From an optimization exercise on the open Yosys and OpenROAD flow, aimed at small area, a short achievable clock period and few clock cycles per item; shortcuts taken in it are not production practice.
In this exercise RTL edits were held to simulation tests only and were not proved equivalent to the original.
Power is estimated from default activity; no workload was simulated.

## run 1
==> flow/design.v (excerpt) <==
module rsdp_tag (
   input          clk,
   input          rst,
   input          start,
   input          csel,
   input          ssel,
   input  [237:0] b,
   input  [237:0] a,
   input  [135:0] y,
   input  [135:0] x,
   input  [6:0]   e,
   output         ready,
   output         done,
   output [6:0]   u
);
Size: roughly 2100 cells after synthesis.
clock: 8.0 ns
lec_check: 0
cap_margin: 20
core_margin: 2
core_utilization: 35
setup_slack_margin: 4.4
slew_margin: 20
synth_hierarchical: 1
synth_minimum_keep_size: 0
standard.sh (not shown) runs the stock make flow with config.mk's settings and CLKGATE_MAP_FILE= SYNTH_SCRIPT=/design/flow/synth_recipe.tcl, a recipe that flattens the netlist after the stock synthesis.
==> flow/flow/run.sh <==
#!/bin/bash
# Standard ORFS layout (the standard.sh, unchanged synthesis), except:
# - the port buffers that global placement inserts are buf_1 cells instead of
#   the default delay buffers (every input and output port still gets one);
# - clock tree synthesis uses clkbuf_8 leaf buffers, clusters of up to 16
#   sinks and no dummy loads, which makes a smaller clock tree.
set -euo pipefail
export BUFFER_PORTS_ARGS="-buffer_cell sky130_fd_sc_hd__buf_1"
export CTS_ARGS="-sink_clustering_enable -repair_clock_nets -dont_use_dummy_load -buf_list {sky130_fd_sc_hd__clkbuf_8} -sink_clustering_size 16 -sink_clustering_max_diameter 100"
bash standard.sh > orfs_make.log 2>&1
Testbench counts of run 1, summed over its fixed seeds: cycles 536, tags 512.
Inputs modified between run 1 and run 2:
- swapping 4.4 for 5 in SETUP_SLACK_MARGIN
Notes after the runs:
| met2 layer wire length in the routed design | lower: run 1 |
Clock insertion delay at the later pin of the skew report: run 1 vs run 2 — no meaningful difference
Run 1 has a lower average wire length per cell after detail routing than run 2.
Portion of the clock cycle consumed by the worst path in the final layout, run 2 and run 1: lower on run 2
Share of power burned in the clock network in run 2 vs run 1: down 0.9 points
Power per standard cell area of run 2 exceeds that of run 1 by more than 10%.
Post-cts repair resize count for run 2: 193 up relative to run 1
Number of global-route vias before repair (run 2 vs. run 1) increases slightly
Per the comparison of run 2 with run 1, worst setup slack went up 0.48 ns, total setup buffers inserted after CTS moved up, initial core utilization now sits at about the same level.
Having completed the whole flow, run 2 delivered a layout that passed the timing, DRC and antenna checks.
Relative to run 2, the following input files were edited for run 3:
- CORE_UTILIZATION: 35 -> 39
- GPL_ROUTABILITY_DRIVEN: unset -> 0
- SETUP_SLACK_MARGIN: 5 -> 4.85
==> comparison <==
- The final layout from run 3, which completed every stage, passed the timing, DRC and antenna checks at the end of the flow.
- Diff run 2 -> run 3: setup slack fell 0.17 ns, initial core utilization picked up an extra 4.2 points, portion of total power attributed to the clock network went up, sequential share of layout area moved up.
- Run 3 vs run 2 — proportion of total power due to net switching rose 1.0 points.
- Number of diodes added for antenna fixing (run 3 over run 2): decrease, 2
- Routed length per placed instance (higher): run 2
Here is what was changed in the inputs of run 4 compared with run 3.
- a change of CORE_UTILIZATION from 39 to 35
- a deleted GPL_ROUTABILITY_DRIVEN that had been 0
- a change of SETUP_SLACK_MARGIN from 4.85 to 4.7
- an added PLACE_DENSITY of 0.75
Results
Delta(clock skew, run 4 - run 3) > 0. In run 4, clock network fraction of total power is higher than in run 3. Run 4 does better than run 3 on global-route wire length before repair. When the final numbers for run 3 and run 4 were put side by side, the number of diodes added for antenna fixing turned out to be smaller in run 3. Post-route clock period utilization came out higher on run 4 than on run 3. Relative to run 3, final standard cell area without fillers has gone down in run 4.
Here is what was changed in the inputs of run 5 compared with run 4.
- GPL_ROUTABILITY_DRIVEN newly set to 0
- PLACE_DENSITY changed from 0.75 to 0.7
- SETUP_SLACK_MARGIN changed from 4.7 to 4.85
[summary]
On setup slack after layout: between run 5 and run 4, it ends up higher for run 5. Compared with run 4, run 5 degrades global-route wire length before repair. Relative to run 4, wire length per cell has gone up in run 5. Diff run 4 -> run 5: detailed-route wire length shows an increase of 2.1%; via count shows no meaningful change; post-layout total power shows an increase of about 9%; data arrival time of the critical path shows a reduction of 0.05 ns; clock power shows a reduction of about 1%.
--- input diff run 5..run 6 ---
- SETUP_SLACK_MARGIN changed from 4.85 to 4.7
- PLACE_DENSITY removed (was 0.7)
Results
Run 6 went all the way through the flow, and no timing, DRC or antenna check failed.
Compared with run 5, in run 6 setup slack after placement picked up an extra 0.066 ns; number of buffers and inverters on the critical path lost 2; global-route usage lost 0.40 points.
Diff run 6..run 5 | cell area | negligible

---

onyx:
rsdp_tag again, from the RTL that the note above started with.
==> flow/design.v (excerpt) <==
module rsdp_tag (
   input          clk,
   input          rst,
   input          start,
   input          csel,
   input          ssel,
   input  [237:0] b,
   input  [237:0] a,
   input  [135:0] y,
   input  [135:0] x,
   input  [6:0]   e,
   output         ready,
   output         done,
   output [6:0]   u
);
clock: 8.0 ns
lec_check: 0
cap_margin: 20
core_margin: 2
core_utilization: 35
gpl_routability_driven: 0
setup_slack_margin: 4.85
slew_margin: 20
synth_hierarchical: 1
synth_minimum_keep_size: 0
==> flow/flow/run.sh <==
#!/bin/bash
# Standard ORFS layout (the standard.sh, unchanged synthesis), except:
# - the port buffers that global placement inserts are buf_1 cells instead of
#   the default delay buffers (every input and output port still gets one);
# - clock tree synthesis uses clkbuf_8 leaf buffers, clusters of up to 24
#   sinks and no dummy loads, which makes a smaller clock tree.
set -euo pipefail
export BUFFER_PORTS_ARGS="-buffer_cell sky130_fd_sc_hd__buf_1"
export CTS_ARGS="-sink_clustering_enable -repair_clock_nets -dont_use_dummy_load -buf_list {sky130_fd_sc_hd__clkbuf_8} -sink_clustering_size 24 -sink_clustering_max_diameter 50"
bash standard.sh > orfs_make.log 2>&1
Testbench counts of onyx, summed over its fixed seeds: cycles 536, tags 512.
### onyx -> xenon
Settings: GPL_ROUTABILITY_DRIVEN: 0 -> unset.
==> flow/flow/run.sh <==
#!/bin/bash
# Standard ORFS layout (the standard.sh, unchanged synthesis), except:
# - the port buffers that global placement inserts are buf_1 cells instead of
#   the default delay buffers (every input and output port still gets one);
# - clock tree synthesis uses clkbuf_8 leaf buffers, clusters of up to 16
#   sinks and no dummy loads, which makes a smaller clock tree.
set -euo pipefail
export BUFFER_PORTS_ARGS="-buffer_cell sky130_fd_sc_hd__buf_1"
export CTS_ARGS="-sink_clustering_enable -repair_clock_nets -dont_use_dummy_load -buf_list {sky130_fd_sc_hd__clkbuf_8} -sink_clustering_size 16 -sink_clustering_max_diameter 100"
bash standard.sh > orfs_make.log 2>&1
Notes after the runs:
- xenon consumes more power than onyx does.
- ~same met3 global-route usage in xenon and onyx
- onyx leaves more setup margin than xenon.
- xenon: number of ordinary and repair buffers in the finished layout higher than onyx
- The per-cell routed wire length number comes out lower for onyx vs xenon.
- Sequential logic power: xenon vs onyx — no meaningful difference
- Multi-input logic portion of the cell area: xenon vs onyx up 0.73 points
- In the metrics for xenon and onyx, the one carrying the higher total length of routed wires is xenon.
- Cmp xenon and onyx / maximum number of pins on one net before global-route repair / higher: onyx
- Looking only at final cycle utilization of the critical path, and setting everything else aside, the lower value of xenon and onyx goes to onyx.
- xenon vs onyx — final area climbed by a few percent
Changes in quartz relative to xenon:
Settings: changing SETUP_SLACK_MARGIN from 4.85 to 4.7; changing CAP_MARGIN from 20 to 0; changing SLEW_MARGIN from 20 to 0.
==> results.txt <==
Taking xenon as the reference, in quartz slack of the critical path decreased by 46 ps relative to the old numbers, cell area after layout decreased by 2.0% relative to the old numbers, H-tree depth closely matched the old numbers, detail-routed net length per standard cell decreased by 1.1% relative to the old numbers.
Modified inputs, lagoon compared to quartz
Settings: CORE_MARGIN no longer set, was 2; CORE_AREA now 2 2 358 148, previously not set; CAP_MARGIN now 20, was 0; CORE_UTILIZATION no longer set, was 35; SETUP_SLACK_MARGIN now 5, was 4.7; DIE_AREA now 0 0 360 150, previously not set; SLEW_MARGIN now 20, was 0.
Notes after the runs:
- The lower setup slack came out of lagoon.
- In the reports for lagoon and quartz, the larger area enclosed by the die boundary belongs to quartz.
- On standard-cell row count, the higher figure sits with quartz, not lagoon.
- Looking at critical path launch point, the core.q1_3_0$_DFF_P_ result is from lagoon; the ssel one comes from quartz.
- Between lagoon and quartz, it is lagoon whose via count is higher, by 112.
- Summary of lagoon over quartz: met1 routing resource usage after global routing went up by 6.2 points, count of input and output buffers was more or less identical, met3 usage went up by 3.9 points.
The following lists how raven was set up differently from lagoon:
Settings: putting GPL_ROUTABILITY_DRIVEN at 0 where nothing was set; swapping 5 for 4.95 in SETUP_SLACK_MARGIN; putting CORE_UTILIZATION at 35 where nothing was set; clearing CORE_AREA, which used to be 2 2 358 148; clearing DIE_AREA, which used to be 0 0 360 150; putting CORE_MARGIN at 2 where nothing was set.
--- outcome ---
Going from lagoon to raven, total cell area at the placement stage climbed 110 µm²; part of the power in the clock network stayed essentially flat; static leakage power saw a decrease; first-iteration DRC count lower; count of placed standard cells including taps +about 2.5%. raven against lagoon: combinational cell fraction of total power shrank by 0.9 points; count of placed standard cells in the final layout, fillers left out grew by about 2%. The origin of the worst setup path comes out ssel in one run and core.q1_3_0$_DFF_P_ in the other, namely in raven and lagoon respectively. Looking at slowest cell on the critical path, the buf_12 result is from raven; the fa_2 one comes from lagoon. Of raven and lagoon, the lower global-route wire length before repair belongs to lagoon. Status | raven and lagoon | clean. Comparing lagoon with raven, the clock transition at the register clock pins on the worst setup and hold paths after CTS came out essentially unchanged. The critical path data arrival time of raven is lower than that of lagoon. On raven: non-clock buffer count is 16 lower than what lagoon gave.
### raven -> juniper
Settings: SETUP_SLACK_MARGIN changed from 4.95 to 4.85.
Notes after the runs:
- Post-route standard cell area excluding fillers, juniper and raven: lower on juniper
- | clock power | raven vs juniper | ≈ equal |
- The routed via count divided by cell count was comparable across juniper and raven.
- Of the two values seen for worst-path cell with the longest stage delay, o22ai_1 was produced by juniper and buf_12 by raven.
- Row setup fix buffers added after clock tree synthesis: juniper lower / raven higher
- Routed via count was higher in raven than in juniper.
- Looking at sequential cell area share, juniper sits above raven.

==> what the ideal ports hide <==
No port has a modelled driver above. Below, the same layouts with a new extraction and two added sets of constraints. Step 1 (the two cells are an assumption about what drives the block):
set clk [get_ports {clk}]
set_driving_cell -lib_cell sky130_fd_sc_hd__clkbuf_16 $clk
set_driving_cell -lib_cell sky130_fd_sc_hd__buf_2 [delete_from_list [all_inputs] $clk]
Step 2 moves the port delays by t, midway between the first and last clock arrival at a register: inputs arrive t later, outputs are due t later. That takes back most of the time a late clock gives input paths. a / b / c = no drivers / after step 1 / after step 2; a / b = the first two.
run | t, ns | setup WS [ns] | pins driven straight from the clock port
run 1 | 0.621 | 4.440 / 4.473 / 3.852 | 1
run 2 | 0.629 | 4.922 / 4.892 / 4.263 | 1
run 3 | 0.623 | 4.748 / 4.751 / 4.128 | 1
run 4 | 0.637 | 4.679 / 4.708 / 4.071 | 1
run 5 | 0.635 | 4.742 / 4.773 / 4.139 | 1
run 6 | 0.627 | 4.757 / 4.781 / 4.154 | 1
onyx | 0.676 | 4.813 / 4.828 / 4.152 | 1
xenon | 0.623 | 4.797 / 4.816 / 4.193 | 1
quartz | 0.623 | 4.751 / 4.786 / 4.163 | 1
lagoon | 0.619 | 4.747 / 4.747 / 4.377 | 1
raven | 0.633 | 4.869 / 4.889 / 4.256 | 1
juniper | 0.639 | 4.848 / 4.852 / 4.213 | 1
After both steps setup and hold are still met in every run listed. The setup slack of onyx, which loses most, moves by +0.015 ns with the drivers and by -0.661 ns with both steps.
